Source: an optimization exercise on an open RTL-to-GDS flow (aim: small area). Production flows keep margins and buffers that such runs may drop.
Where RTL was checked, it was by simulation tests only, not by an equivalence proof against the original.
The RTL of run 1 was laid out without a check of its function.
Power figures rest on the tool's default switching activity, not on a simulated workload.

### design/flow/config.mk
export PLATFORM = sky130hd
export DESIGN_NAME = fifo
export DESIGN_NICKNAME = fifo
export VERILOG_FILES = /design/flow/design.v
export SDC_FILE = /design/flow/constraint.sdc
export NUM_CORES = 4
export LEC_CHECK = 0
export CAP_MARGIN = 20
export CORE_MARGIN = 2
export CORE_UTILIZATION = 40
export SLEW_MARGIN = 20
export SYNTH_HIERARCHICAL = 1
export SYNTH_MINIMUM_KEEP_SIZE = 0
### design/flow/constraint.sdc
create_clock -name core_clock -period 4.0 [get_ports {clk}]
set_input_delay 0.8000 -clock core_clock [delete_from_list [all_inputs] [get_ports {clk}]]
set_output_delay 0.8000 -clock core_clock [all_outputs]
set_load 0.01 [all_outputs]
### design/flow/design.v
module fifo(
    input clk,
    input rst_n,
    input input_valid,
    output input_enable,
    output output_valid,
    input output_enable,
    input [15:0] data_in,
    output reg [7:0] data_out
);
reg [15:0] mem [0:15];
reg [3:0] wr_ptr;
reg [3:0] rd_ptr;
reg       rd_hi;           
reg       full_eq;         
wire same_idx = (wr_ptr == rd_ptr);
wire empty = same_idx & !full_eq;
wire full  = same_idx & full_eq;
assign input_enable = !full;
assign output_valid = !empty;
wire do_write = input_valid & !full;
wire do_read  = output_enable & !empty;
wire [3:0] qa_n;
wire [3:0] qb_n;
wire [15:0] we;
genvar w;
generate
    for (w = 0; w < 4; w = w + 1) begin : g_wdec
        g_nand2 ua (.a(wr_ptr[0] == w[0]), .b(wr_ptr[1] == w[1]), .y(qa_n[w]));
        g_nand3 ub (.a(do_write), .b(wr_ptr[2] == w[0]), .c(wr_ptr[3] == w[1]), .y(qb_n[w]));
    end
    for (w = 0; w < 16; w = w + 1) begin : g_we
        g_nor2 u (.a(qa_n[w % 4]), .b(qb_n[w / 4]), .y(we[w]));
        always @(posedge clk) begin
            if (we[w])
                mem[w] <= data_in;
        end
    end
endgenerate
wire [3:0] pa_n;
wire [7:0] pb_n;
genvar i, j, b;
generate
    for (i = 0; i < 4; i = i + 1) begin : g_pa
        g_nand2 u (.a(rd_ptr[0] == i[0]), .b(rd_ptr[1] == i[1]), .y(pa_n[i]));
    end
    for (j = 0; j < 8; j = j + 1) begin : g_pb
        g_nand4 u (.a(do_read), .b(rd_hi == j[0]), .c(rd_ptr[2] == j[1]), .d(rd_ptr[3] == j[2]), .y(pb_n[j]));
    end
endgenerate
wire [31:0] sel;
generate
    for (i = 0; i < 16; i = i + 1) begin : g_sel
        g_nor2 ulo (.a(pa_n[i % 4]), .b(pb_n[{i[3:2], 1'b0}]), .y(sel[i]));
        g_nor2 uhi (.a(pa_n[i % 4]), .b(pb_n[{i[3:2], 1'b1}]), .y(sel[16 + i]));
    end
endgenerate
wire hold = !do_read;
wire [7:0] dnext;
generate
    for (b = 0; b < 8; b = b + 1) begin : g_bit
        wire [32:0] s, d;
        for (i = 0; i < 16; i = i + 1) begin : g_in
            assign s[i]      = sel[i];
            assign d[i]      = mem[i][b];
            assign s[16 + i] = sel[16 + i];
            assign d[16 + i] = mem[i][8 + b];
        end
        assign s[32] = hold;
        assign d[32] = data_out[b];
        wire [10:0] t;
        for (j = 0; j < 11; j = j + 1) begin : g_aoi
            g_aoi222 u (.a1(s[3*j]), .a2(d[3*j]), .b1(s[3*j+1]), .b2(d[3*j+1]),
                        .c1(s[3*j+2]), .c2(d[3*j+2]), .y(t[j]));
        end
        wire o0, o1, o2;
        g_nand4 n0 (.a(t[0]), .b(t[1]), .c(t[2]), .d(t[3]), .y(o0));
        g_nand4 n1 (.a(t[4]), .b(t[5]), .c(t[6]), .d(t[7]), .y(o1));
        g_nand3 n2 (.a(t[8]), .b(t[9]), .c(t[10]), .y(o2));
        g_or3   o  (.a(o0), .b(o1), .c(o2), .y(dnext[b]));
    end
endgenerate
always @(posedge clk or negedge rst_n) begin
    if (!rst_n) begin
        wr_ptr   <= 4'd0;
        rd_ptr   <= 4'd0;
        rd_hi    <= 1'b0;
        full_eq  <= 1'b0;
        data_out <= 8'd0;
    end else begin
        data_out <= dnext;
        if (do_write)
            wr_ptr <= wr_ptr + 1'b1;
        if (do_read) begin
            rd_hi <= ~rd_hi;
            if (rd_hi)
                rd_ptr <= rd_ptr + 1'b1;
        end
        if (do_write)
            full_eq <= 1'b1;
        else if (do_read & rd_hi)
            full_eq <= 1'b0;
    end
end
endmodule
module g_aoi222(input a1, input a2, input b1, input b2, input c1, input c2, output y);
    assign y = ~((a1 & a2) | (b1 & b2) | (c1 & c2));
endmodule
module g_nand2(input a, input b, output y);
    assign y = ~(a & b);
endmodule
module g_nand3(input a, input b, input c, output y);
    assign y = ~(a & b & c);
endmodule
module g_nand4(input a, input b, input c, input d, output y);
    assign y = ~(a & b & c & d);
endmodule
module g_nor2(input a, input b, output y);
    assign y = ~(a | b);
endmodule
module g_or3(input a, input b, input c, output y);
    assign y = a | b | c;
endmodule
### design/flow/flow/run.sh
#!/bin/bash
# Standard layout, with a leaner clock tree (no dummy loads, larger clusters)
# and small port buffers.
set -euo pipefail
export CTS_ARGS="-sink_clustering_enable -repair_clock_nets -dont_use_dummy_load -buf_list sky130_fd_sc_hd__clkbuf_16 -sink_clustering_size 30 -sink_clustering_max_diameter 100"
export BUFFER_PORTS_ARGS="-buffer_cell sky130_fd_sc_hd__buf_1"
bash standard.sh > standard.log 2>&1
### design/flow/standard.sh
#!/bin/bash
# synth_recipe.tcl (not shown) runs the flow's synth.tcl, then flattens the netlist and writes it again
# the make line also repeats each setting of config.mk as NAME=value (left out here)
make -C /OpenROAD-flow-scripts/flow DESIGN_CONFIG=/design/flow/config.mk WORK_HOME=/design/flow/orfs CLKGATE_MAP_FILE= SYNTH_SCRIPT=/design/flow/synth_recipe.tcl "${@:-finish}"
==> results.yml, run 1 <==
run_status:
  outcome: "complete, no violations"
routing:
  drtAntennaViolNets: 0
  drt_iter0_markers: 927
  drt-vias-per-instance: 6.16
  remaining_drc_errors: 0
  first_pass_iters: 6
  finalWirelength_um: 23200
  num_vias: 5527
  detail_route.wl_per_cell_um: 25.8
place:
  place_inst: 884
  place.gp.congestion: 0.823
  pre_cts_slack_ps: 276
  hpwlAfterDp_um: 15700
  port-buffer-count: 29
synth:
  syn_avg_cell_area_um2: 18.9
  netlist_area_um2: 9890
  syn-instance-count: 523
  ys_types: 27
  part_of_the_yosys_area_used_for_sequential_elements: 0.823
  ff_latch_count_synth: 274
  postSynthNetCount: 545
  ys_warn_count: 8
worst_setup_path:
  timing.critical_path.mode_cell: "nand4_1"
  cpPeakStageDelay_ps: 560
  path_delay_family: "simple AND/OR/NAND/NOR gates"
  timing.critical_path.buf_inv: 1
  cpMaxStageDelayCell: "or4_1"
  required_ps: 4380
  timing_worst_setup_path_type: "reg2reg"
  critical_path.cell_chain: "xor2_1, or4_1, o21ai_2, inv_1, nand4_1, nor2_1, a222oi_1, nand4_1, or3_1"
  timing.critical_path.arrival_ps: 4120
  crit_path_end_kind: "flip-flop"
  path_max_fanout: 10
  start_kind: "flip-flop"
clock_network:
  htree_num_levels: 1
  post_cts.repair.setup_buffers: 0
  cts_made_buffers: 13
  clock_sink_count: 274
  cts_tree: "yes"
  clock_insertion_delay_worst_skew_ps: 500
  clock_path_buffers: 3
  clk_root_buffer_cell: "clkbuf_16"
  clk_pin_slew_worst_paths_ps: 110
  cts_resized: 0
  holdBufCountCts: 0
timing:
  post-route-period-util: 0.934
  final_period_minus_worst_setup_slack_ps: 3740
  final-setup-viol-count: 0
  timing.slew.headroom: 0.323
  slew_violations: 0
  accumulated_negative_setup_slack_ps: 0
  fmax_mhz: 268
  grt_setup_unrepaired: "no"
  worst_slew_pin_slew_ps: 1010
  timing.final.hold_violations: 0
  worst_clock_skew_ps: 65.2
  final_worst_setup_slack_ps: 263
flow_run:
  drv.max_cap_violation_count: 0
die:
  chipHeight_um: 161
  core_area_um2: 24300
  rows: 57
  floorplan.initialDensity: 0.407
  die-width_um: 161
  io_pins: 30
  die_area_um2: 26000
layout:
  antenna_cells: 0
  synthToLayoutAreaGrowth_pct: 9.11
  drive_gt1_frac: 0.0593
  layout.nets: 597
  instances_no_fill: 897
global_route:
  grt_start_max_net_pins: 31
  gr-usage-all-layers: 0.180
  grt_first_pass_wirelength_um: 34900
  grt_pass1_vias: 5522
  grt_overflow: 0
  antenna_violations_before_repair: 0
pwr:
  power_density_cells_nw_per_um2: 578
  vdd_ir_drop_max_uv: 280
  power_mw: 6.24
  power_leakage_nw: 3.32
hold_path:
  min-delay-path-class: "in2async"
cell type report:
class	instances	area, µm²
fill	2087	13500
inverter	11	41.3
clock buffer	13	325
sequential	274	8140
multi-input combinational	230	1650
timing repair buffer	45	230
tap	324	405
stage by stage:
stage	instance area (µm²)	hold slack [ps]	utilization
floorplan	9890	474	-
global placement	10500	532	0.430
detailed placement	10500	523	0.430
CTS	10800	523	0.444
global route	10800	271	0.444
finish	10800	263	0.444
metal layers:
metal	routed length [µm]	vias to the layer above	track usage
li1	-	2374	-
met1	9330	2821	0.247
met2	11200	290	0.297
met3	1890	42	0.0241
met4	707	0	0.0617
met5	0	-	0
Yosys stat by module (local to each module, per instance):
module / cells inside / copies in the design / cell area (µm²) / flops+latches
fifo: 335 / 1 / 8540 / 274
g_aoi222: 1 / 88 / 10.0 / 0
g_nand2: 1 / 8 / 3.75 / 0
g_nand3: 1 / 12 / 5.00 / 0
g_nand4: 1 / 24 / 6.26 / 0
g_nor2: 1 / 48 / 3.75 / 0
g_or3: 1 / 8 / 6.26 / 0
cell usage after synthesis:
cell,n,share of area
nor2_1,49,0.019
nor3_1,1,0.00051
nand4_1,24,0.015
a31oi_1,1,0.00063
inv_1,11,0.0042
o211ai_1,2,0.0015
nand2b_1,1,0.00063
edfxtp_1,256,0.78
a21oi_1,5,0.0025
nor4_1,1,0.00063
a222oi_1,88,0.089
nand3_1,14,0.0071
o21ai_0,1,0.00051
nand2_1,12,0.0046
a211oi_1,2,0.0015
or2_2,1,0.00063
xor2_1,4,0.0035
or4b_4,1,0.0014
ha_1,2,0.0025
o21ai_2,2,0.0018
o21a_1,1,0.00076
dfrtp_1,18,0.046
or4_1,1,0.00076
xnor2_1,8,0.0071
or3_1,8,0.0051
buf_4,8,0.0061
nor2b_1,1,0.00063
state kept, by name, indices dropped and copies added, names as in the netlist:
name	cells
mem	256
rd_ptr	4
rd_hi	1
wr_ptr	4
data_out	8
full_eq	1
kinds of logic (layout without fill, tap and decap cells):
| family | count (synthesis) | count (layout) | synth area share |
|---|---|---|---|
| flops | 274 | 274 | 0.823 |
| fa+ha+maj | 2 | 2 | 0.00253 |
| compound gates | 102 | 102 | 0.0983 |
| xor+xnor | 12 | 12 | 0.0106 |
| buf+inv | 19 | 69 | 0.0102 |
| simple gates | 114 | 114 | 0.0557 |
cells in the final DEF (no fill, tap or decap):
cell / instances
o21ai_0: 1
inv_1: 11
nor2b_1: 1
buf_1: 28
a21oi_1: 5
o21a_1: 1
xor2_1: 4
nand3_1: 14
nor2_1: 49
a31oi_1: 1
edfxtp_1: 256
or4b_4: 1
clkbuf_2: 1
or2_2: 1
nor3_1: 1
o211ai_1: 2
or4_1: 1
nor4_1: 1
o21ai_2: 2
ha_1: 2
xnor2_1: 8
a211oi_1: 2
clkbuf_16: 13
a222oi_1: 88
nand2_1: 12
dfrtp_1: 18
nand4_1: 24
or3_1: 8
buf_4: 16
nand2b_1: 1
power breakdown:
group / leakage, nW / internal (mW) / switching [mW]
Sequential: 2.53 / 3.51 / 0.205
Combinational: 0.634 / 0.350 / 0.802
Clock: 0.160 / 0.588 / 0.785
path summary, 6_finish.rpt:
path	from	to	slack, ps	cells past startpoint
max	rd_ptr[0]	data_out[2]	260	9
min	rst_n	wr_ptr[3]	260	1
max reg2reg	rd_ptr[0]	data_out[2]	260	9
min reg2reg	full_eq	full_eq	540	2
max in group asynchronous	rst_n	full_eq	3310	1
min in group core_clock	full_eq	full_eq	540	2
worst register-to-register path: stages, from the launching register on:
cell and delay [ps]:
dfrtp_1 470, xor2_1 210, or4_1 560, o21ai_2 450
inv_1 270, nand4_1 250, nor2_1 210, a222oi_1 500
nand4_1 300, or3_1 410
==> inputs of run 2 (changes only) <==
--- a/design/flow/design.v
+++ b/design/flow/design.v
@@ -23,6 +23,7 @@
 wire [3:0] qa_n;
 wire [3:0] qb_n;
 wire [15:0] we;
+wire [15:0] we_hi;
 genvar w;
 generate
     for (w = 0; w < 4; w = w + 1) begin : g_wdec
@@ -30,10 +31,13 @@
         g_nand3 ub (.a(do_write), .b(wr_ptr[2] == w[0]), .c(wr_ptr[3] == w[1]), .y(qb_n[w]));
     end
     for (w = 0; w < 16; w = w + 1) begin : g_we
-        g_nor2 u (.a(qa_n[w % 4]), .b(qb_n[w / 4]), .y(we[w]));
+        g_nor2 ulo (.a(qa_n[w % 4]), .b(qb_n[w / 4]), .y(we[w]));
+        g_nor2 uhi (.a(qa_n[w % 4]), .b(qb_n[w / 4]), .y(we_hi[w]));
         always @(posedge clk) begin
             if (we[w])
-                mem[w] <= data_in;
+                mem[w][7:0] <= data_in[7:0];
+            if (we_hi[w])
+                mem[w][15:8] <= data_in[15:8];
         end
     end
 endgenerate
==> results.yml, run 2 <==
run_status:
  outcome: "complete, no violations"
timing:
  worst_clock_skew_ps: 76.9
  slew_violations: 0
  final_period_minus_worst_setup_slack_ps: 3750
  fmax_mhz: 267
  timing.slew.headroom: 0.335
  final-setup-viol-count: 0
  timing.final.hold_violations: 0
  worst_slew_pin_slew_ps: 997
  grt_setup_unrepaired: "no"
  post-route-period-util: 0.937
  finalHoldWorstSlack_ps: 243
  accumulated_negative_setup_slack_ps: 0
worst_setup_path:
  required_ps: 4380
  critical_path.reg2reg.startpoint: "rd_ptr[0]"
  start_kind: "flip-flop"
  path_max_fanout: 10
  timing.critical_path.arrival_ps: 4130
  crit_path_end_kind: "flip-flop"
  rr_worst_depth: 9
  cp-startpoint: "rd_ptr[0]"
  timing_worst_setup_path_type: "reg2reg"
die:
  die_area_um2: 26200
  io_pins: 30
  chipHeight_um: 162
  floorplan.initialDensity: 0.408
  core_area_um2: 24400
  die-width_um: 162
  rows: 57
global_route:
  grt_overflow: 0
  grt_pass1_vias: 5578
  gr-usage-all-layers: 0.186
  grt_first_pass_wirelength_um: 36200
  antenna_violations_before_repair: 0
  grt_start_max_net_pins: 31
layout:
  register_ranked_first_by_flip_flop_count: "mem"
  largest_register_ffs: 256
  mostFrequentLayoutCell: "edfxtp_1"
  mostFrequentLayoutCells: "edfxtp_1, a222oi_1, nor2_1"
  synthToLayoutAreaGrowth_pct: 8.00
  instances_no_fill: 898
  layout.nets: 598
  final_core_utilization: 0.441
  drive_gt1_frac: 0.0331
  antenna_cells: 0
  largestRegisters: "mem: 256 flops, data_out: 8 flops"
routing:
  drt_iter0_markers: 1010
  first_pass_iters: 6
  detail_route.wl_per_cell_um: 27.1
  drt-vias-per-instance: 6.32
  remaining_drc_errors: 0
  num_vias: 5674
  finalWirelength_um: 24300
  drtAntennaViolNets: 0
synth:
  part_of_the_yosys_area_used_for_sequential_elements: 0.818
  synth.area.top_cells: "edfxtp_1, a222oi_1, dfrtp_1"
  post-synth-top-count-cell: "edfxtp_1"
  postSynthNetCount: 561
  syn-instance-count: 539
  post_synth_fa_ha_maj_area_fraction: 0.00251
  area_fraction_in_compound_gates_after_synthesis: 0.0977
  combinational_family_with_the_most_area_after_synthesis: "compound AO/OA/AOI/OAI gates"
  ys_warn_count: 8
  netlist_area_um2: 9950
  ys_types: 27
  synthXorXnorAreaFrac: 0.0106
  ff_latch_count_synth: 274
  yosysTopAreaCell: "edfxtp_1"
  synth_ff_type: "edfxtp_1"
  synth_top_cell_area_share: 0.772
  synth_enable_flop_cells: 256
  ys_async_sr_fraction: 0.0657
  syn_avg_cell_area_um2: 18.5
  most_numerous_cell_types_in_the_synthesized_netlist: "edfxtp_1, a222oi_1, nor2_1"
  synth.area.mux_share: 0
  post_synth_and_or_nand_nor_area_fraction: 0.0614
pwr:
  internal_power_mw: 4.44
  power_mw: 6.34
  switching_power_as_a_share_of_total_power: 0.300
  power_leakage_nw: 3.26
  p_comb_frac: 0.199
  power_density_cells_nw_per_um2: 590
  seqPwrFrac: 0.585
  power_switching_mw: 1.90
  pwr-share-clk: 0.216
  vdd_ir_drop_max_uv: 246
clock_network:
  clock_path_buffers: 3
  clock_sink_count: 274
  clock_insertion_delay_worst_skew_ps: 490
  holdBufCountCts: 0
  htree_num_levels: 1
  clk_pin_slew_worst_paths_ps: 110
  post_cts.repair.setup_buffers: 0
  cts_tree: "yes"
  cts_made_buffers: 13
  clk_root_buffer_cell: "clkbuf_16"
  cts_resized: 0
hold_path:
  min-delay-path-class: "in2async"
place:
  place.gp.congestion: 0.864
  hpwlAfterDp_um: 16300
  port-buffer-count: 29
  place_inst: 885
flow_run:
  drv.max_cap_violation_count: 0
==> run 2: changes by cell type after synthesis <==
cell and delta:
nor2_1 +16
==> run 2: per-layer routing <==
metal	vias up	GRT usage	wire (µm)	part of all wire
met4	0	0.0430	422	0.017
met5	-	0	0	0
met1	2933	0.268	10100	0.42
met3	28	0.0286	2080	0.085
met2	321	0.302	11700	0.48
li1	2392	-	-	-
==> run 2: power groups by stage <==
stage | Clock (mW) | Combinational, mW | Sequential [mW]
detailed placement | 0 | 1.24 | 3.77
global placement | 0 | 1.22 | 3.76
CTS | 1.40 | 1.25 | 3.71
global route | 1.48 | 1.36 | 3.74
floorplan | 0 | 0.785 | 3.70
finish | 1.37 | 1.26 | 3.71
==> run 2: cells by family (layout without fill, tap and decap cells) <==
logic type / Yosys count / count (layout)
flops: 274 / 274
simple gates: 130 / 130
compound gates: 102 / 102
buf+inv: 19 / 54
xor+xnor: 12 / 12
fa+ha+maj: 2 / 2
==> run 2: layout make-up <==
cell class | instances | area [µm²]
inverter | 11 | 41.3
tap | 324 | 405
timing repair buffer | 30 | 118
multi-input combinational | 246 | 1720
fill | 2133 | 13600
clock buffer | 13 | 325
sequential | 274 | 8140
==> run 2: worst max-delay path: stages (launching register included) <==
cell	delay, ps
dfrtp_1	470
xor2_1	210
or4_1	590
o21ai_4	310
inv_1	200
nand4_1	270
nor2_1	210
a222oi_1	590
nand4_1	340
or3_1	440
==> run 2: stage by stage <==
step / area, µm² / setup slack (ps)
floorplan: 9950 / 1150
global placement: 10400 / 321
detailed placement: 10400 / 245
CTS: 10700 / 215
global route: 10700 / 122
finish: 10700 / 250
==> run 2: modules after synthesis (local to each module, per instance), excerpt <==
module / cells / flip-flops and latches / copies in the design
fifo: 335 / 274 / 1
g_aoi222: 1 / 0 / 88
g_nand3: 1 / 0 / 12
g_nand4: 1 / 0 / 24
g_nor2: 1 / 0 / 64
g_or3: 1 / 0 / 8
==> run 2: final timing paths <==
check / to / slack [ps]
setup / recovery: data_out[6] / 250
setup reg to reg: data_out[6] / 250
hold / removal: rd_hi / 240
min in group core_clock: full_eq / 570
max in group asynchronous: wr_ptr[3] / 3450
hold reg to reg: full_eq / 570
==> inputs of run 3 (changes only) <==
==> design/flow/flow/run.sh (replaced) <==
#!/bin/bash
# Standard layout, with a leaner clock tree (no dummy loads, clusters of up to
# 18 sinks on clkbuf_8, small root and tree buffers) and small port buffers.
set -euo pipefail
export CTS_ARGS="-sink_clustering_enable -repair_clock_nets -dont_use_dummy_load -buf_list sky130_fd_sc_hd__clkbuf_8 -sink_clustering_size 18 -sink_clustering_max_diameter 70 -root_buf sky130_fd_sc_hd__clkbuf_4 -tree_buf sky130_fd_sc_hd__clkbuf_4"
export BUFFER_PORTS_ARGS="-buffer_cell sky130_fd_sc_hd__buf_1"
bash standard.sh > standard.log 2>&1
==> results.yml, run 3 <==
place:
  port-buffer-count: 29
  place_inst: 885
  place.gp.congestion: 0.864
  hpwlAfterDp_um: 16300
  post_dp_cell_area_um2: 10400
synth:
  post_synth_fa_ha_maj_area_fraction: 0.00251
  synthXorXnorAreaFrac: 0.0106
  part_of_the_yosys_area_used_for_sequential_elements: 0.818
  area_fraction_in_compound_gates_after_synthesis: 0.0977
  most_numerous_cell_types_in_the_synthesized_netlist: "edfxtp_1, a222oi_1, nor2_1"
  syn_avg_cell_area_um2: 18.5
  synth.area.top_cells: "edfxtp_1, a222oi_1, dfrtp_1"
  ys_async_sr_fraction: 0.0657
  synth_ff_type: "edfxtp_1"
  netlist_area_um2: 9950
  ys_warn_count: 8
  post_synth_and_or_nand_nor_area_fraction: 0.0614
  synth_top_cell_area_share: 0.772
  combinational_family_with_the_most_area_after_synthesis: "compound AO/OA/AOI/OAI gates"
  ff_latch_count_synth: 274
  syn-instance-count: 539
  postSynthNetCount: 561
  yosysTopAreaCell: "edfxtp_1"
  post-synth-top-count-cell: "edfxtp_1"
  synth.area.mux_share: 0
  synth_enable_flop_cells: 256
  ys_types: 27
pwr:
  power_mw: 6.15
  switching_power_as_a_share_of_total_power: 0.310
  power_switching_mw: 1.91
  p_comb_frac: 0.205
  internal_power_mw: 4.24
  power_leakage_nw: 3.23
  power_density_cells_nw_per_um2: 577
  pwr-share-clk: 0.192
  vdd_ir_drop_max_uv: 247
  seqPwrFrac: 0.603
layout:
  design_area_um2: 10700
  mostFrequentLayoutCells: "edfxtp_1, a222oi_1, nor2_1"
  fillerInstances: 2149
  instances_no_fill: 905
  register_ranked_first_by_flip_flop_count: "mem"
  drive_gt1_frac: 0.0431
  largest_register_ffs: 256
  layout.nets: 604
  synthToLayoutAreaGrowth_pct: 7.12
  mostFrequentLayoutCell: "edfxtp_1"
  largestRegisters: "mem: 256 flops, data_out: 8 flops"
timing:
  accumulated_negative_setup_slack_ps: 0
  post-route-period-util: 0.938
  slew_violations: 0
  timing.slew.headroom: 0.310
  fmax_mhz: 266
  grt_setup_unrepaired: "no"
  timing.final.hold_violations: 0
  worst_clock_skew_ps: 94.7
  final_period_minus_worst_setup_slack_ps: 3750
  finalHoldWorstSlack_ps: 40.3
  final-setup-viol-count: 0
  worst_slew_pin_slew_ps: 1030
clock_network:
  clock_insertion_delay_worst_skew_ps: 690
  cts_tree: "yes"
  clock_sink_count: 274
  clock_path_buffers: 3
  holdBufCountCts: 0
  clk_pin_slew_worst_paths_ps: 110
  cts_resized: 0
  htree_num_levels: 1
  cts_made_buffers: 19
  post_cts.repair.setup_buffers: 0
  clk_root_buffer_cell: "clkbuf_4"
die:
  core_area_um2: 24400
  die_area_um2: 26200
  chipHeight_um: 162
  floorplan.initialDensity: 0.408
  die-width_um: 162
  rows: 57
  io_pins: 30
routing:
  remaining_drc_errors: 0
  first_pass_iters: 6
  drt_iter0_markers: 994
  detail_route.wl_per_cell_um: 27.1
  drt-vias-per-instance: 6.28
  drtAntennaViolNets: 0
  finalWirelength_um: 24500
  num_vias: 5682
worst_setup_path:
  timing.critical_path.arrival_ps: 4240
  cpPeakStageDelay_ps: 560
  timing.critical_path.mode_cell: "nand4_1"
  timing_worst_setup_path_type: "reg2reg"
  crit_path_end_kind: "flip-flop"
  cpMaxStageDelayCell: "or4_1"
  critical_path.cell_chain: "xor2_1, or4_1, o21ai_2, inv_1, nand4_1, nor2_1, a222oi_1, nand4_1, or3_1"
  path_max_fanout: 10
  required_ps: 4490
  start_kind: "flip-flop"
global_route:
  antenna_violations_before_repair: 1
  gr-usage-all-layers: 0.188
  grt_overflow: 0
  grt_start_max_net_pins: 19
  grt_pass1_vias: 5622
  grt_first_pass_wirelength_um: 36600
run_status:
  outcome: "complete, no violations"
flow_run:
  drv.max_cap_violation_count: 0
hold_path:
  min-delay-path-class: "in2async"
-- run 3: area by class of cell --
cell class              instances  area [µm²]  share of cell area
flip-flops and latches        274        8140               0.763
multi-input cells             246        1710               0.161
well taps                     324         405              0.0380
clock buffers                  19         243              0.0228
repair buffers                 30         118              0.0110
inverters                      11        41.3             0.00387
diodes                          1        2.50            0.000235
-- run 3: per-module statistics from Yosys (local to each module, per instance) --
module / flops+latches / cells inside
g_aoi222: 0 / 1
fifo: 274 / 335
g_or3: 0 / 1
g_nand2: 0 / 1
g_nor2: 0 / 1
g_nand4: 0 / 1
g_nand3: 0 / 1
-- run 3: per-stage QoR --
stage	util	worst slack, ps
6_report	0.437	246
5_1_grt	0.437	56.1
3_5_place_dp	0.427	245
3_3_place_gp	0.427	321
4_1_cts	0.437	270
2_1_floorplan	-	1150
-- run 3: final timing paths --
kind	slack, ps	start	to	cells after the start
worst max-delay path	250	rd_ptr[0]	data_out[0]	9
worst min-delay path	40	rst_n	rd_hi	1
worst max register to register	250	rd_ptr[0]	data_out[0]	9
worst min register to register	560	full_eq	full_eq	2
max in group asynchronous	3560	rst_n	wr_ptr[2]	1
min in group core_clock	520	input_valid	wr_ptr[3]	3
-- run 3: critical path, delay by kind of cell (launching register included) --
family | cells | cell delay [ps]
compound gates | 2 | 930
xor+xnor | 1 | 210
buf+inv | 1 | 240
simple gates | 5 | 1780
flops | 1 | 470
-- run 3: layer usage --
layer / up-vias / global-route usage / share of wire
met4: 0 / 0.0471 / 0.021
met1: 2951 / 0.273 / 0.42
met3: 38 / 0.0230 / 0.078
li1: 2397 / - / -
met2: 296 / 0.306 / 0.48
met5: - / 0 / 0
-- run 3: cell families after synthesis --
logic type                 after synthesis
buffers and inverters                   19
AOI/OAI and AO/OA                      102
DFF                                    274
xor gates and xnor gates                12
adders and majority gates                2
and+or+nand+nor                        130
-- run 3: power by group through the flow --
stage	combinational [mW]	sequential [mW]	clock, mW
floorplan	0.785	3.70	0
global placement	1.22	3.76	0
detailed placement	1.24	3.77	0
CTS	1.25	3.71	1.21
global route	1.35	3.74	1.30
finish	1.26	3.71	1.18
==> inputs of run 4 (changes only) <==
==> design/flow/design.v (replaced) <==
module fifo(
    input clk,
    input rst_n,
    input input_valid,
    output input_enable,
    output output_valid,
    input output_enable,
    input [15:0] data_in,
    output reg [7:0] data_out
);
reg [15:0] mem [0:15];
reg [4:0] cnt;             
reg       rd_hi;           
wire full  = cnt[4];
wire empty = (cnt == 5'd0);
assign input_enable = !full;
assign output_valid = !empty;
wire do_write = input_valid & !full;
wire do_read  = output_enable & !empty;
wire do_pop   = do_read & rd_hi;
integer k;
always @(posedge clk) begin
    if (do_write) begin
        mem[0] <= data_in;
        for (k = 1; k < 16; k = k + 1)
            mem[k] <= mem[k - 1];
    end
end
wire [3:0] pa_n;
wire [7:0] pb_n;
genvar i, j, b;
generate
    for (i = 0; i < 4; i = i + 1) begin : g_pa
        g_nand2 u (.a(cnt[0] == i[0]), .b(cnt[1] == i[1]), .y(pa_n[i]));
    end
    for (j = 0; j < 8; j = j + 1) begin : g_pb
        g_nand4 u (.a(do_read), .b(rd_hi == j[0]), .c(cnt[2] == j[1]), .d(cnt[3] == j[2]), .y(pb_n[j]));
    end
endgenerate
wire [31:0] sel;
generate
    for (i = 0; i < 16; i = i + 1) begin : g_sel
        localparam [3:0] C = i + 1;
        g_nor2 ulo (.a(pa_n[C[1:0]]), .b(pb_n[{C[3:2], 1'b0}]), .y(sel[i]));
        g_nor2 uhi (.a(pa_n[C[1:0]]), .b(pb_n[{C[3:2], 1'b1}]), .y(sel[16 + i]));
    end
endgenerate
wire hold = !do_read;
wire [7:0] dnext;
generate
    for (b = 0; b < 8; b = b + 1) begin : g_bit
        wire [32:0] s, d;
        for (i = 0; i < 16; i = i + 1) begin : g_in
            assign s[i]      = sel[i];
            assign d[i]      = mem[i][b];
            assign s[16 + i] = sel[16 + i];
            assign d[16 + i] = mem[i][8 + b];
        end
        assign s[32] = hold;
        assign d[32] = data_out[b];
        wire [10:0] t;
        for (j = 0; j < 11; j = j + 1) begin : g_aoi
            g_aoi222 u (.a1(s[3*j]), .a2(d[3*j]), .b1(s[3*j+1]), .b2(d[3*j+1]),
                        .c1(s[3*j+2]), .c2(d[3*j+2]), .y(t[j]));
        end
        wire o0, o1, o2;
        g_nand4 n0 (.a(t[0]), .b(t[1]), .c(t[2]), .d(t[3]), .y(o0));
        g_nand4 n1 (.a(t[4]), .b(t[5]), .c(t[6]), .d(t[7]), .y(o1));
        g_nand3 n2 (.a(t[8]), .b(t[9]), .c(t[10]), .y(o2));
        g_or3   o  (.a(o0), .b(o1), .c(o2), .y(dnext[b]));
    end
endgenerate
always @(posedge clk or negedge rst_n) begin
    if (!rst_n) begin
        cnt      <= 5'd0;
        rd_hi    <= 1'b0;
        data_out <= 8'd0;
    end else begin
        data_out <= dnext;
        if (do_read)
            rd_hi <= ~rd_hi;
        if (do_write & !do_pop)
            cnt <= cnt + 1'b1;
        else if (do_pop & !do_write)
            cnt <= cnt - 1'b1;
    end
end
endmodule
module g_aoi222(input a1, input a2, input b1, input b2, input c1, input c2, output y);
    assign y = ~((a1 & a2) | (b1 & b2) | (c1 & c2));
endmodule
module g_nand2(input a, input b, output y);
    assign y = ~(a & b);
endmodule
module g_nand3(input a, input b, input c, output y);
    assign y = ~(a & b & c);
endmodule
module g_nand4(input a, input b, input c, input d, output y);
    assign y = ~(a & b & c & d);
endmodule
module g_nor2(input a, input b, output y);
    assign y = ~(a | b);
endmodule
module g_or3(input a, input b, input c, output y);
    assign y = a | b | c;
endmodule
==> results.yml, run 4 <==
timing:
  worst_slew_pin_slew_ps: 1020
  final_period_minus_worst_setup_slack_ps: 3190
  final-setup-viol-count: 0
  timing.slew.headroom: 0.318
  timing.final.hold_violations: 0
  post-route-period-util: 0.798
  fmax_mhz: 313
  accumulated_negative_setup_slack_ps: 0
  worst_clock_skew_ps: 54.4
  grt_setup_unrepaired: "no"
  slew_violations: 0
worst_setup_path:
  cpMaxStageDelayCell: "or4_4"
  rr_endpoint: "data_out[5]"
  timing.critical_path.buf_inv: 0
  path_max_fanout: 11
  path_delay_family: "simple AND/OR/NAND/NOR gates"
  worst_case_register_to_register_setup_slack_ps: 810
  rr_worst_depth: 7
  critical_path.cell_chain: "or4_4, o21a_4, nand4_1, nor2_1, a222oi_1, nand4_1, or3_1"
  critical_path.reg2reg.startpoint: "cnt[0]"
  timing.critical_path.mode_cell: "nand4_1"
  cpPeakStageDelay_ps: 550
  worstSetupPathDepth: 7
  timing.critical_path.arrival_ps: 3730
  timing_worst_setup_path_type: "reg2reg"
  required_ps: 4540
  destination_of_the_critical_timing_path: "data_out[5]"
  crit_path_end_kind: "flip-flop"
  start_kind: "flip-flop"
  cp-startpoint: "cnt[0]"
die:
  core_area_um2: 23600
  die_area_um2: 25500
  die-width_um: 160
  floorplan.initialDensity: 0.410
  chipHeight_um: 160
  rows: 56
  io_pins: 30
synth:
  yosysTopAreaCell: "edfxtp_1"
  post-synth-top-count-cell: "edfxtp_1"
  ys_async_sr_fraction: 0.0519
  syn-instance-count: 488
  ys_warn_count: 8
  postSynthNetCount: 513
  ys_types: 29
  netlist_area_um2: 9690
  part_of_the_yosys_area_used_for_sequential_elements: 0.830
  synth_top_cell_area_share: 0.793
  synth.area.top_cells: "edfxtp_1, a222oi_1, dfrtp_1"
  synth_enable_flop_cells: 256
  most_numerous_cell_types_in_the_synthesized_netlist: "edfxtp_1, a222oi_1, nor2_1"
  syn_avg_cell_area_um2: 19.9
  synth_ff_type: "edfxtp_1"
  ff_latch_count_synth: 270
pwr:
  seqPwrFrac: 0.649
  vdd_ir_drop_max_uv: 415
  power_density_cells_nw_per_um2: 651
  internal_power_mw: 4.78
  p_comb_frac: 0.177
  pwr-share-clk: 0.175
  power_leakage_nw: 3.26
  power_switching_mw: 2.01
  switching_power_as_a_share_of_total_power: 0.296
clock_network:
  clk_root_buffer_cell: "clkbuf_4"
  clock_path_buffers: 3
  post_cts.repair.setup_buffers: 0
  clock_sink_count: 270
  cts_made_buffers: 19
  clock_insertion_delay_worst_skew_ps: 640
  cts_tree: "yes"
  htree_num_levels: 1
  holdBufCountCts: 0
  cts_resized: 0
  clk_pin_slew_worst_paths_ps: 120
layout:
  register_ranked_first_by_flip_flop_count: "mem"
  fillerInstances: 2082
  largest_register_ffs: 256
  drive_gt1_frac: 0.0547
  final_core_utilization: 0.442
  largestRegisters: "mem: 256 flops, data_out: 8 flops, cnt: 5 flops"
  layout.nets: 557
  synthToLayoutAreaGrowth_pct: 7.62
  mostFrequentLayoutCell: "edfxtp_1"
  design_area_um2: 10400
  mostFrequentLayoutCells: "edfxtp_1, a222oi_1, nor2_1"
routing:
  drt-vias-per-instance: 6.15
  drt_iter0_markers: 1040
  first_pass_iters: 9
  num_vias: 5227
  detail_route.wl_per_cell_um: 24.0
  remaining_drc_errors: 0
  finalWirelength_um: 20400
  drtAntennaViolNets: 0
global_route:
  grt_pass1_vias: 5032
  gr-max-usage-layer: "met2"
  grt_start_max_net_pins: 149
  grtUsageMet2: 0.247
  global_route.usage.met1: 0.225
  global_route.usage.met3: 0.0244
  grt_overflow: 0
  gr-usage-all-layers: 0.156
  grt_first_pass_wirelength_um: 30900
  antenna_violations_before_repair: 1
place:
  hpwlAfterDp_um: 13200
  place.gp.congestion: 0.834
  port-buffer-count: 29
  post_dp_cell_area_um2: 10200
flow_run:
  drv.max_cap_violation_count: 0
run_status:
  outcome: "complete, no violations"
hold_path:
  min-delay-path-class: "in2async"
[run 4: cell count changes after synthesis, moves of 3 or more]
| cell | before | now |
|---|---|---|
| xnor2_1 | 8 | 2 |
| xor2_1 | 4 | 0 |
| nand3_1 | 14 | 11 |
| dfrtp_1 | 18 | 14 |
| nor2_1 | 65 | 32 |
| nand2_1 | 12 | 7 |
[run 4: per-stage QoR]
| stage | hold slack (ps) | setup slack (ps) | total power [mW] | instances |
|---|---|---|---|---|
| 2_1_floorplan | 425 | -509 | 5.18 | 488 |
| 3_3_place_gp | 430 | 838 | 5.60 | 830 |
| 3_5_place_dp | 433 | 818 | 5.67 | 830 |
| 4_1_cts | 248 | 792 | 6.84 | 849 |
| 5_1_grt | 285 | 728 | 7.13 | 850 |
| 6_report | 249 | 810 | 6.79 | 850 |
[run 4: worst min path at each step]
| stage | slack [ps] | endpoint | depth (start not counted) | start |
|---|---|---|---|---|
| final | 250 | data_out[5] | 1 | rst_n |
| after global routing | 280 | cnt[4] | 1 | rst_n |
| after global placement | 430 | mem[7][15] | 0 | mem[6][15] |
| after floorplan | 430 | mem[10][0] | 0 | mem[9][0] |
| after detailed placement | 430 | mem[14][5] | 0 | mem[13][5] |
| after CTS | 250 | data_out[5] | 1 | rst_n |
[run 4: final cells by class]
class	count	area, µm²	area share
Clock buffer	19	243	0.0233
Antenna cell	1	2.50	0.000240
Sequential cell	270	8040	0.771
Multi-Input combinational cell	200	1570	0.150
Timing Repair Buffer	32	144	0.0138
Inverter	9	33.8	0.00324
Tap cell	319	399	0.0383
[run 4: Yosys stat by module (local to each module, per instance)]
| module | flops+latches | copies in the design | area [µm²] | cells |
|---|---|---|---|---|
| g_aoi222 | 0 | 88 | 10.0 | 1 |
| fifo | 270 | 1 | 8430 | 324 |
| g_nand3 | 0 | 8 | 5.00 | 1 |
| g_nand4 | 0 | 24 | 6.26 | 1 |
| g_nor2 | 0 | 32 | 3.75 | 1 |
| g_nand2 | 0 | 4 | 3.75 | 1 |
| g_or3 | 0 | 8 | 6.26 | 1 |
[run 4: kinds of logic after synthesis]
family | Yosys count | synth area share
AND/OR/NAND/NOR | 92 | 0.0492
multiplexers | 2 | 0.00220
flip-flops | 270 | 0.830
AO/OA/AOI/OAI | 98 | 0.0983
adder cells (fa/ha/maj) | 5 | 0.00723
XOR/XNOR | 3 | 0.00349
buffers and inverters | 18 | 0.0101
[run 4: power groups by stage]
stage	Sequential, mW	Combinational [mW]	Clock [mW]
final	4.41	1.20	1.19
after global routing	4.48	1.32	1.33
after CTS	4.41	1.21	1.23
after detailed placement	4.47	1.20	0
after global placement	4.43	1.17	0
after floorplan	4.31	0.872	0
[run 4: per-layer routing]
metal,vias to the layer above,part of all wire
li1,2242,-
met1,2686,0.42
met2,262,0.47
met3,37,0.079
met4,0,0.028
met5,-,0
==> inputs of run 5 (changes only) <==
--- a/design/flow/design.v
+++ b/design/flow/design.v
@@ -46,6 +46,8 @@
     end
 endgenerate
 wire hold = !do_read;
+wire [4:0] cnt_next;
+fifo_count u_count (.cnt(cnt), .up(do_write), .dn(do_pop), .cnt_next(cnt_next));
 wire [7:0] dnext;
 generate
     for (b = 0; b < 8; b = b + 1) begin : g_bit
@@ -79,10 +81,7 @@
         data_out <= dnext;
         if (do_read)
             rd_hi <= ~rd_hi;
-        if (do_write & !do_pop)
-            cnt <= cnt + 1'b1;
-        else if (do_pop & !do_write)
-            cnt <= cnt - 1'b1;
+        cnt <= cnt_next;
     end
 end
 endmodule
@@ -104,3 +103,14 @@
 module g_or3(input a, input b, input c, output y);
     assign y = a | b | c;
 endmodule
+module fifo_count(input [4:0] cnt, input up, input dn, output [4:0] cnt_next);
+    wire inc = up & !dn;
+    wire dec = dn & !up;
+    wire [4:0] t;
+    assign t[0] = up ^ dn;
+    assign t[1] = (inc &  cnt[0])            | (dec & !cnt[0]);
+    assign t[2] = (inc & (&cnt[1:0]))        | (dec & !(|cnt[1:0]));
+    assign t[3] = (inc & (&cnt[2:0]))        | (dec & !(|cnt[2:0]));
+    assign t[4] = (inc & (&cnt[3:0]))        | (dec & !(|cnt[3:0]));
+    assign cnt_next = cnt ^ t;
+endmodule
--- a/design/flow/config.mk
+++ b/design/flow/config.mk
@@ -7,7 +7,8 @@
 export LEC_CHECK = 0
 export CAP_MARGIN = 20
 export CORE_MARGIN = 2
-export CORE_UTILIZATION = 40
+export CORE_UTILIZATION = 65
+export PLACE_DENSITY = 0.8
 export SLEW_MARGIN = 20
 export SYNTH_HIERARCHICAL = 1
 export SYNTH_MINIMUM_KEEP_SIZE = 0
==> results.yml, run 5 <==
timing:
  final_period_minus_worst_setup_slack_ps: 2960
  finalHoldWorstSlack_ps: 220
  timing.final.hold_violations: 0
  fmax_mhz: 338
  slew_violations: 0
  worst_clock_skew_ps: 84.4
  grt_setup_unrepaired: "no"
  timing.slew.headroom: 0.417
  accumulated_negative_setup_slack_ps: 0
  worst_slew_pin_slew_ps: 875
  post-route-period-util: 0.741
  final_worst_setup_slack_ps: 1040
  final-setup-viol-count: 0
layout:
  layout.nets: 542
  drive_gt1_frac: 0.0502
  largest_register_ffs: 256
  largestRegisters: "mem: 256 flops, data_out: 8 flops, cnt: 5 flops"
  fillerInstances: 862
  register_ranked_first_by_flip_flop_count: "mem"
  mostFrequentLayoutCell: "edfxtp_1"
  multiInputGateArea_um2: 1450
  synthToLayoutAreaGrowth_pct: 5.86
  mostFrequentLayoutCells: "edfxtp_1, a222oi_1, nor2_1"
  instances_no_fill: 704
  sequential_cell_area_um2: 8040
synth:
  most_numerous_cell_types_in_the_synthesized_netlist: "edfxtp_1, a222oi_1, nor2_1"
  ys_async_sr_fraction: 0.0519
  ys_warn_count: 8
  yosysTopAreaCell: "edfxtp_1"
  ys_types: 21
  synth_ff_type: "edfxtp_1"
  postSynthNetCount: 498
  syn-instance-count: 476
  synth.area.top_cells: "edfxtp_1, a222oi_1, dfrtp_1"
  syn_avg_cell_area_um2: 20.1
  post-synth-top-count-cell: "edfxtp_1"
  ff_latch_count_synth: 270
  synth_top_cell_area_share: 0.802
  part_of_the_yosys_area_used_for_sequential_elements: 0.839
  synth_enable_flop_cells: 256
  netlist_area_um2: 9580
routing:
  finalWirelength_um: 18400
  drtAntennaViolNets: 0
  num_vias: 5159
  remaining_drc_errors: 0
  detail_route.wl_per_cell_um: 26.1
  drt_iter0_markers: 1014
  drt-vias-per-instance: 7.33
  first_pass_iters: 9
clock_network:
  clock_insertion_delay_worst_skew_ps: 660
  clock_sink_count: 270
  clk_root_buffer_cell: "clkbuf_4"
  cts_resized: 0
  cts_tree: "yes"
  post_cts.repair.setup_buffers: 0
  cts_made_buffers: 18
  clock_path_buffers: 3
  htree_num_levels: 1
  clk_pin_slew_worst_paths_ps: 110
  holdBufCountCts: 0
die:
  floorplan.initialDensity: 0.662
  core_area_um2: 14500
  die-width_um: 125
  chipHeight_um: 125
  die_area_um2: 15700
  io_pins: 30
  rows: 44
worst_setup_path:
  path_max_fanout: 11
  timing.critical_path.arrival_ps: 3440
  rr_endpoint: "data_out[5]"
  worst_case_register_to_register_setup_slack_ps: 1040
  crit_path_end_kind: "flip-flop"
  required_ps: 4480
  rr_worst_depth: 8
  critical_path.reg2reg.startpoint: "cnt[1]"
  timing_worst_setup_path_type: "reg2reg"
  start_kind: "flip-flop"
global_route:
  grt_start_max_net_pins: 108
  global_route.usage.met1: 0.328
  grt_pass1_vias: 5038
  global_route.usage.met3: 0.0513
  grtUsageMet2: 0.378
  gr-max-usage-layer: "met2"
  grt_overflow: 0
  grt_first_pass_wirelength_um: 28400
  antenna_violations_before_repair: 3
  gr-usage-all-layers: 0.234
flow_run:
  drv.max_cap_violation_count: 0
pwr:
  vdd_ir_drop_max_uv: 422
  power_density_cells_nw_per_um2: 644
  power_leakage_nw: 3.23
place:
  port-buffer-count: 29
  place.gp.congestion: 0.871
  hpwlAfterDp_um: 12300
  pre_cts_slack_ps: 911
  place_inst: 684
hold_path:
  min-delay-path-class: "in2async"
run_status:
  outcome: "complete, no violations"
run 5: layout make-up:
class	count	share of cell area
well taps	184	0.0227
flip-flops and latches	270	0.793
clock buffers	18	0.0226
multi-input cells	189	0.143
repair buffers	32	0.0154
inverters	9	0.00333
diodes	2	0.000493
run 5: logic make-up after synthesis:
group / after synthesis / share of synthesized area
adder cells (fa/ha/maj): 2 / 0.00261
flip-flops: 270 / 0.839
buffers and inverters: 17 / 0.00979
AO/OA/AOI/OAI: 92 / 0.0966
XOR/XNOR: 6 / 0.00549
AND/OR/NAND/NOR: 89 / 0.0465
run 5: critical path, cell delays in order, from the launching register on:
cell	delay (ps)
dfrtp_1	510
nor3_2	260
a21bo_4	270
inv_1	160
nand4_1	240
nor2_1	220
a222oi_1	500
nand4_1	280
or3_1	400
run 5: routing by layer:
layer | part of all wire | wire length (µm) | vias to the layer above
li1 | - | - | 2197
met1 | 0.38 | 7050 | 2563
met2 | 0.50 | 9100 | 359
met3 | 0.097 | 1780 | 38
met4 | 0.023 | 416 | 2
met5 | 0.00087 | 16 | -
run 5: power by group:
part	total, mW	switching, mW	internal (mW)	leakage (nW)
registers	4.42	0.420	4.00	2.60
clock network	1.12	0.754	0.370	0.122
logic	0.989	0.690	0.299	0.506
run 5: worst max-delay path by stage:
stage	start	to	slack [ps]	depth (start not counted)
6_report	cnt[1]	data_out[5]	1040	8
5_1_grt	cnt[1]	data_out[5]	880	8
4_1_cts	cnt[1]	data_out[5]	1060	8
3_5_place_dp	output_enable	data_out[5]	910	8
3_3_place_gp	output_enable	data_out[5]	990	8
2_1_floorplan	input_valid	cnt[2]	230	6
run 5: Yosys stat by module (local to each module, per instance), excerpt:
module	cell area, µm²	cells inside	flops+latches
g_aoi222	10.0	1	0
g_nor2	3.75	1	0
g_nand2	3.75	1	0
g_nand3	5.00	1	0
fifo_count	145	20	0
fifo	8180	292	270
run 5: per-stage QoR:
| step | util | power [mW] | cell area, µm² |
|---|---|---|---|
| detailed placement | 0.684 | 5.45 | 9910 |
| global route | 0.700 | 6.81 | 10100 |
| finish | 0.700 | 6.53 | 10100 |
| floorplan | - | 5.04 | 9580 |
| CTS | 0.700 | 6.55 | 10100 |
| global placement | 0.684 | 5.37 | 9910 |
==> inputs of run 6 (changes only) <==
--- a/design/flow/config.mk
+++ b/design/flow/config.mk
@@ -7,8 +7,7 @@
 export LEC_CHECK = 0
 export CAP_MARGIN = 20
 export CORE_MARGIN = 2
-export CORE_UTILIZATION = 65
-export PLACE_DENSITY = 0.8
+export CORE_UTILIZATION = 40
 export SLEW_MARGIN = 20
 export SYNTH_HIERARCHICAL = 1
 export SYNTH_MINIMUM_KEEP_SIZE = 0
==> results.yml, run 6 <==
die:
  die-width_um: 159
  rows: 56
  die_area_um2: 25200
  core_area_um2: 23500
  chipHeight_um: 159
  floorplan.initialDensity: 0.408
  io_pins: 30
timing:
  worst_clock_skew_ps: 37.4
  timing.final.hold_violations: 0
  accumulated_negative_setup_slack_ps: 0
  final-setup-viol-count: 0
  final_worst_setup_slack_ps: 870
  timing.slew.headroom: 0.404
  post-route-period-util: 0.783
  final_period_minus_worst_setup_slack_ps: 3130
  slew_violations: 0
  grt_setup_unrepaired: "no"
  worst_slew_pin_slew_ps: 894
  fmax_mhz: 319
clock_network:
  htree_num_levels: 1
  clock_path_buffers: 3
  cts_tree: "yes"
  holdBufCountCts: 0
  cts_resized: 0
  clk_root_buffer_cell: "clkbuf_4"
  post_cts.repair.setup_buffers: 0
  clock_sink_count: 270
  clock_insertion_delay_worst_skew_ps: 640
  clk_pin_slew_worst_paths_ps: 110
  cts_made_buffers: 19
worst_setup_path:
  worst_case_register_to_register_setup_slack_ps: 870
  critical_path.reg2reg.startpoint: "cnt[1]"
  timing_worst_setup_path_type: "reg2reg"
  timing.critical_path.arrival_ps: 3640
  path_max_fanout: 11
  start_kind: "flip-flop"
  rr_endpoint: "data_out[4]"
  crit_path_end_kind: "flip-flop"
  rr_worst_depth: 8
  required_ps: 4510
  cp-startpoint: "cnt[1]"
layout:
  mostFrequentLayoutCell: "edfxtp_1"
  mostFrequentLayoutCells: "edfxtp_1, a222oi_1, nor2_1"
  register_ranked_first_by_flip_flop_count: "mem"
  design_area_um2: 10300
  largestRegisters: "mem: 256 flops, data_out: 8 flops, cnt: 5 flops"
  final_core_utilization: 0.440
  layout.nets: 544
  synthToLayoutAreaGrowth_pct: 7.82
  multiInputGateArea_um2: 1450
  largest_register_ffs: 256
  drive_gt1_frac: 0.0538
  fillerInstances: 2027
  sequential_cell_area_um2: 8040
place:
  post_dp_cell_area_um2: 10100
  hpwlAfterDp_um: 12700
  port-buffer-count: 29
  place.gp.congestion: 0.795
  pre_cts_slack_ps: 846
synth:
  netlist_area_um2: 9580
  syn_avg_cell_area_um2: 20.1
  synth_top_cell_area_share: 0.802
  postSynthNetCount: 498
  synth_ff_type: "edfxtp_1"
  ys_async_sr_fraction: 0.0519
  ys_warn_count: 8
  most_numerous_cell_types_in_the_synthesized_netlist: "edfxtp_1, a222oi_1, nor2_1"
  ys_types: 21
  part_of_the_yosys_area_used_for_sequential_elements: 0.839
  post-synth-top-count-cell: "edfxtp_1"
  syn-instance-count: 476
  yosysTopAreaCell: "edfxtp_1"
  synth.area.top_cells: "edfxtp_1, a222oi_1, dfrtp_1"
  synth_enable_flop_cells: 256
  ff_latch_count_synth: 270
global_route:
  grt_first_pass_wirelength_um: 29200
  grt_start_max_net_pins: 92
  grt_pass1_vias: 5011
  antenna_violations_before_repair: 2
  gr-usage-all-layers: 0.147
  grt_overflow: 0
flow_run:
  drv.max_cap_violation_count: 0
pwr:
  power_density_cells_nw_per_um2: 638
  vdd_ir_drop_max_uv: 338
  power_leakage_nw: 3.24
  power_mw: 6.59
routing:
  finalWirelength_um: 19300
  detail_route.wl_per_cell_um: 23.0
  drt_iter0_markers: 1071
  drtAntennaViolNets: 0
  first_pass_iters: 8
  num_vias: 5090
  drt-vias-per-instance: 6.06
  remaining_drc_errors: 0
run_status:
  outcome: "complete, no violations"
hold_path:
  min-delay-path-class: "in2async"
[run 6: worst max-delay path: stages, from the launching register on]
cell and delay, ps:
dfrtp_1 520, nor3_2 250, a21bo_4 280, inv_1 170, nand4_1 240, nor2_1 200
a222oi_1 540, nand4_1 370, or3_1 440
[run 6: layout make-up]
type | instances | area share
clock buffers | 19 | 0.0235
multi-input cells | 189 | 0.140
inverters | 9 | 0.00327
well taps | 319 | 0.0386
flip-flops and latches | 270 | 0.778
repair buffers | 33 | 0.0159
diodes | 1 | 0.000242
[run 6: logic make-up (layout without fill, tap and decap cells)]
| family | Yosys count | in the layout | synth area share |
|---|---|---|---|
| DFF | 270 | 270 | 0.839 |
| AOI/OAI and AO/OA | 92 | 92 | 0.0966 |
| and+or+nand+nor | 89 | 89 | 0.0465 |
| other | 0 | 1 | 0 |
| buffers and inverters | 17 | 61 | 0.00979 |
| adders and majority gates | 2 | 2 | 0.00261 |
| xor gates and xnor gates | 6 | 6 | 0.00549 |
[run 6: how the worst max path moves through the flow]
stage | endpoint | slack, ps | cells after the start
floorplan | cnt[2] | 230 | 6
global placement | data_out[4] | 840 | 8
detailed placement | data_out[4] | 850 | 8
CTS | data_out[4] | 970 | 8
global route | data_out[4] | 740 | 8
finish | data_out[4] | 870 | 8
[run 6: where the power goes]
part | total [mW] | switching [mW] | leakage, nW | internal (mW)
logic | 1.02 | 0.719 | 0.511 | 0.303
clock network | 1.17 | 0.776 | 0.129 | 0.392
registers | 4.40 | 0.405 | 2.60 | 3.99
[run 6: layer usage]
layer	GRT usage	wire [µm]
met4	0.0375	373
met3	0.0240	1610
met2	0.235	9220
met5	0	0
met1	0.212	8090
[run 6: through the flow]
stage | instances | hold WS (ps)
2_1_floorplan | 476 | 425
5_1_grt | 839 | 280
6_report | 840 | 271
3_5_place_dp | 820 | 433
3_3_place_gp | 820 | 431
4_1_cts | 839 | 261
[run 6: per-module statistics from Yosys, one instance, submodules excluded]
module | flops+latches | copies in the design
g_nand3 | 0 | 8
g_or3 | 0 | 8
fifo | 270 | 1
g_nand2 | 0 | 4
g_nor2 | 0 | 32
fifo_count | 0 | 1
g_aoi222 | 0 | 88
g_nand4 | 0 | 24
==> inputs of run 7 (changes only) <==
--- a/design/flow/design.v
+++ b/design/flow/design.v
@@ -11,12 +11,14 @@
 reg [15:0] mem [0:15];
 reg [4:0] cnt;             
 reg       rd_hi;           
-wire full  = cnt[4];
-wire empty = (cnt == 5'd0);
+wire full = cnt[4];
+wire nonempty;
+g_or5 u_ne (.a(cnt), .y(nonempty));
 assign input_enable = !full;
-assign output_valid = !empty;
-wire do_write = input_valid & !full;
-wire do_read  = output_enable & !empty;
+assign output_valid = nonempty;
+wire do_write, do_read;
+g_andn u_wr (.a(input_valid), .b(full), .y(do_write));
+g_and2 u_rd (.a(output_enable), .b(nonempty), .y(do_read));
 wire do_pop   = do_read & rd_hi;
 integer k;
 always @(posedge clk) begin
@@ -114,3 +116,12 @@
     assign t[4] = (inc & (&cnt[3:0]))        | (dec & !(|cnt[3:0]));
     assign cnt_next = cnt ^ t;
 endmodule
+module g_or5(input [4:0] a, output y);
+    assign y = |a;
+endmodule
+module g_and2(input a, input b, output y);
+    assign y = a & b;
+endmodule
+module g_andn(input a, input b, output y);
+    assign y = a & ~b;
+endmodule
==> design/flow/flow/run.sh (replaced) <==
#!/bin/bash
# Standard layout, with a leaner clock tree (no dummy loads, clusters of up to
# 20 sinks on clkbuf_8, small root and tree buffers) and small port buffers.
set -euo pipefail
export CTS_ARGS="-sink_clustering_enable -repair_clock_nets -dont_use_dummy_load -buf_list sky130_fd_sc_hd__clkbuf_8 -sink_clustering_size 20 -sink_clustering_max_diameter 60 -root_buf sky130_fd_sc_hd__clkbuf_4 -tree_buf sky130_fd_sc_hd__clkbuf_4"
export BUFFER_PORTS_ARGS="-buffer_cell sky130_fd_sc_hd__buf_1"
bash standard.sh > standard.log 2>&1
--- a/design/flow/config.mk
+++ b/design/flow/config.mk
@@ -7,7 +7,8 @@
 export LEC_CHECK = 0
 export CAP_MARGIN = 20
 export CORE_MARGIN = 2
-export CORE_UTILIZATION = 40
+export CORE_UTILIZATION = 65
+export PLACE_DENSITY = 0.8
 export SLEW_MARGIN = 20
 export SYNTH_HIERARCHICAL = 1
 export SYNTH_MINIMUM_KEEP_SIZE = 0
==> results.yml, run 7 <==
run_status:
  outcome: "complete, no violations"
layout:
  register_ranked_first_by_flip_flop_count: "mem"
  layout.nets: 541
  largestRegisters: "mem: 256 flops, data_out: 8 flops, cnt: 5 flops"
  mostFrequentLayoutCells: "edfxtp_1, a222oi_1, nor2_1"
  final_core_utilization: 0.699
  synthToLayoutAreaGrowth_pct: 5.71
  drive_gt1_frac: 0.0484
  design_area_um2: 10100
  largest_register_ffs: 256
  mostFrequentLayoutCell: "edfxtp_1"
timing:
  timing.final.hold_violations: 0
  final_period_minus_worst_setup_slack_ps: 2760
  fmax_mhz: 362
  slew_violations: 0
  worst_slew_pin_slew_ps: 949
  worst_clock_skew_ps: 60.9
  grt_setup_unrepaired: "no"
  timing.slew.headroom: 0.368
  post-route-period-util: 0.691
  final-setup-viol-count: 0
clock_network:
  holdBufCountCts: 0
  clk_pin_slew_worst_paths_ps: 120
  clock_sink_count: 270
  cts_tree: "yes"
  clock_insertion_delay_worst_skew_ps: 630
  clock_path_buffers: 3
  post_cts.repair.setup_buffers: 0
  clk_root_buffer_cell: "clkbuf_4"
  cts_made_buffers: 17
  cts_resized: 0
  htree_num_levels: 1
die:
  core_area_um2: 14500
  io_pins: 30
  floorplan.initialDensity: 0.661
  chipHeight_um: 125
  rows: 44
  die_area_um2: 15700
  die-width_um: 125
place:
  hpwlAfterDp_um: 12200
  post_dp_cell_area_um2: 9900
  place.gp.congestion: 0.908
  port-buffer-count: 29
synth:
  postSynthNetCount: 498
  ys_async_sr_fraction: 0.0519
  netlist_area_um2: 9570
  ys_warn_count: 8
  syn-instance-count: 476
  post-synth-top-count-cell: "edfxtp_1"
  yosysTopAreaCell: "edfxtp_1"
  synth_top_cell_area_share: 0.803
  synth_enable_flop_cells: 256
  syn_avg_cell_area_um2: 20.1
  ff_latch_count_synth: 270
  synth_ff_type: "edfxtp_1"
  part_of_the_yosys_area_used_for_sequential_elements: 0.840
  ys_types: 22
  synth.area.top_cells: "edfxtp_1, a222oi_1, dfrtp_1"
  most_numerous_cell_types_in_the_synthesized_netlist: "edfxtp_1, a222oi_1, nor2_1"
global_route:
  gr-usage-all-layers: 0.227
  grt_overflow: 0
  grt_first_pass_wirelength_um: 28000
  grt_pass1_vias: 5048
  antenna_violations_before_repair: 1
  grt_start_max_net_pins: 133
worst_setup_path:
  start_kind: "flip-flop"
  rr_worst_depth: 8
  critical_path.reg2reg.startpoint: "cnt[1]"
  worst_case_register_to_register_setup_slack_ps: 1240
  rr_endpoint: "data_out[4]"
  crit_path_end_kind: "flip-flop"
  required_ps: 4470
  timing_worst_setup_path_type: "reg2reg"
  timing.critical_path.arrival_ps: 3230
  path_max_fanout: 11
routing:
  remaining_drc_errors: 0
  num_vias: 5121
  drt-vias-per-instance: 7.29
  detail_route.wl_per_cell_um: 25.6
  first_pass_iters: 7
  drt_iter0_markers: 997
  finalWirelength_um: 18000
  drtAntennaViolNets: 0
pwr:
  vdd_ir_drop_max_uv: 377
  power_density_cells_nw_per_um2: 640
  power_leakage_nw: 3.21
hold_path:
  min-delay-path-class: "in2async"
flow_run:
  drv.max_cap_violation_count: 0
[run 7: logic make-up (layout without fill, tap and decap cells)]
group                    after synthesis  count (layout)  synth area share
flip-flops                           270             270             0.840
AO/OA/AOI/OAI                         91              91            0.0950
AND/OR/NAND/NOR                       90              90            0.0476
buffers and inverters                 17              58           0.00980
XOR/XNOR                               6               6           0.00549
adder cells (fa/ha/maj)                2               2           0.00261
other                                  0               1                 0
[run 7: worst max-delay path by stage]
stage | start | end | slack (ps) | cells past startpoint
after floorplan | input_valid | cnt[4] | -1640 | 5
after global placement | output_enable | data_out[1] | 1240 | 7
after detailed placement | output_enable | data_out[4] | 1220 | 7
after CTS | cnt[1] | data_out[1] | 1280 | 8
after global routing | cnt[1] | data_out[4] | 1040 | 8
final | cnt[1] | data_out[4] | 1240 | 8
[run 7: metrics by stage]
| stage | total power, mW | hold WS (ps) | worst slack [ps] | std cells | setup TNS (ps) |
|---|---|---|---|---|---|
| final | 6.48 | 277 | 1240 | 702 | 0 |
| after global routing | 6.76 | 293 | 1040 | 702 | 0 |
| after CTS | 6.49 | 282 | 1280 | 701 | 0 |
| after detailed placement | 5.43 | 433 | 1220 | 684 | 0 |
| after global placement | 5.31 | 427 | 1240 | 684 | 0 |
| after floorplan | 5.06 | 425 | -1640 | 476 | -286450 |
[run 7: cell type report]
class | count | area, µm²
Tap cell | 184 | 230
Sequential cell | 270 | 8040
Multi-Input combinational cell | 189 | 1450
Inverter | 9 | 33.8
Clock buffer | 17 | 215
Fill cell | 870 | 4360
Antenna cell | 1 | 2.50
Timing Repair Buffer | 32 | 156
[run 7: metal layers]
metal	share of wire	up-vias	track usage
li1	-	2191	-
met1	0.40	2617	0.326
met2	0.50	279	0.372
met3	0.084	34	0.0424
met4	0.022	0	0.0562
met5	0	-	0
[run 7: Yosys stat by module (local to each module, per instance)]
module      times used  flops+latches  cells inside  area (µm²)
fifo_count           1              0            20         145
g_nand2              4              0             1        3.75
g_and2               1              0             1        6.26
g_nand4             24              0             1        6.26
g_nor2              32              0             1        3.75
g_andn               1              0             1        13.8
g_aoi222            88              0             1        10.0
g_nand3              8              0             1        5.00
g_or5                1              0             3        12.5
fifo                 1            270           287        8140
g_or3                8              0             1        6.26
[run 7: where the power goes]
| group | switching, mW | internal (mW) | total [mW] |
|---|---|---|---|
| combinational | 0.685 | 0.296 | 0.981 |
| clock | 0.750 | 0.350 | 1.10 |
| sequential | 0.409 | 3.99 | 4.40 |
[run 7: worst max-delay path, cell delays in order (launching register included)]
cell and delay (ps):
dfrtp_1 510, nor3_1 220, nand2_1 90, and2_1 260, nand4_1 250, nor2_1 220
a222oi_1 460, nand4_1 230, or3_1 410

[separate check: timing with driven ports]
How much do the figures lean on ideal ports? The routed layouts below were timed once more, with nothing changed but the port constraints. Step 1 sets driving cells, clkbuf_16 on the clock port and buf_2 on the other inputs (assumed; they add their load-dependent delay and slew). Step 2 also shifts input and output timing later by t, the mid clock arrival at the registers, as if the neighbouring blocks saw the same clock. a / b / c = ideal / step 1 / step 2; a / b = the first two.
run | shift t [ns] | slack for setup (ns) | worst setup path after step 2 | latest minus earliest clock arrival (ns)
run 1 | 0.508 | 0.263 / 0.263 / 0.263 | register to register | 0.065 / 0.065
run 2 | 0.493 | 0.250 / 0.250 / 0.250 | register to register | 0.078 / 0.078
run 3 | 0.681 | 0.246 / 0.246 / 0.246 | register to register | 0.097 / 0.097
run 4 | 0.653 | 0.810 / 0.810 / 0.810 | register to register | 0.059 / 0.059
run 5 | 0.660 | 1.038 / 1.038 / 0.840 | input to register | 0.088 / 0.088
run 6 | 0.659 | 0.870 / 0.870 / 0.732 | input to register | 0.042 / 0.042
run 7 | 0.641 | 1.238 / 1.238 / 1.138 | input to register | 0.061 / 0.061
After both steps setup and hold are still met in every run listed. For run 5, which loses most, drivers alone change the setup slack by 0.000 ns; drivers and shift together by -0.198 ns.
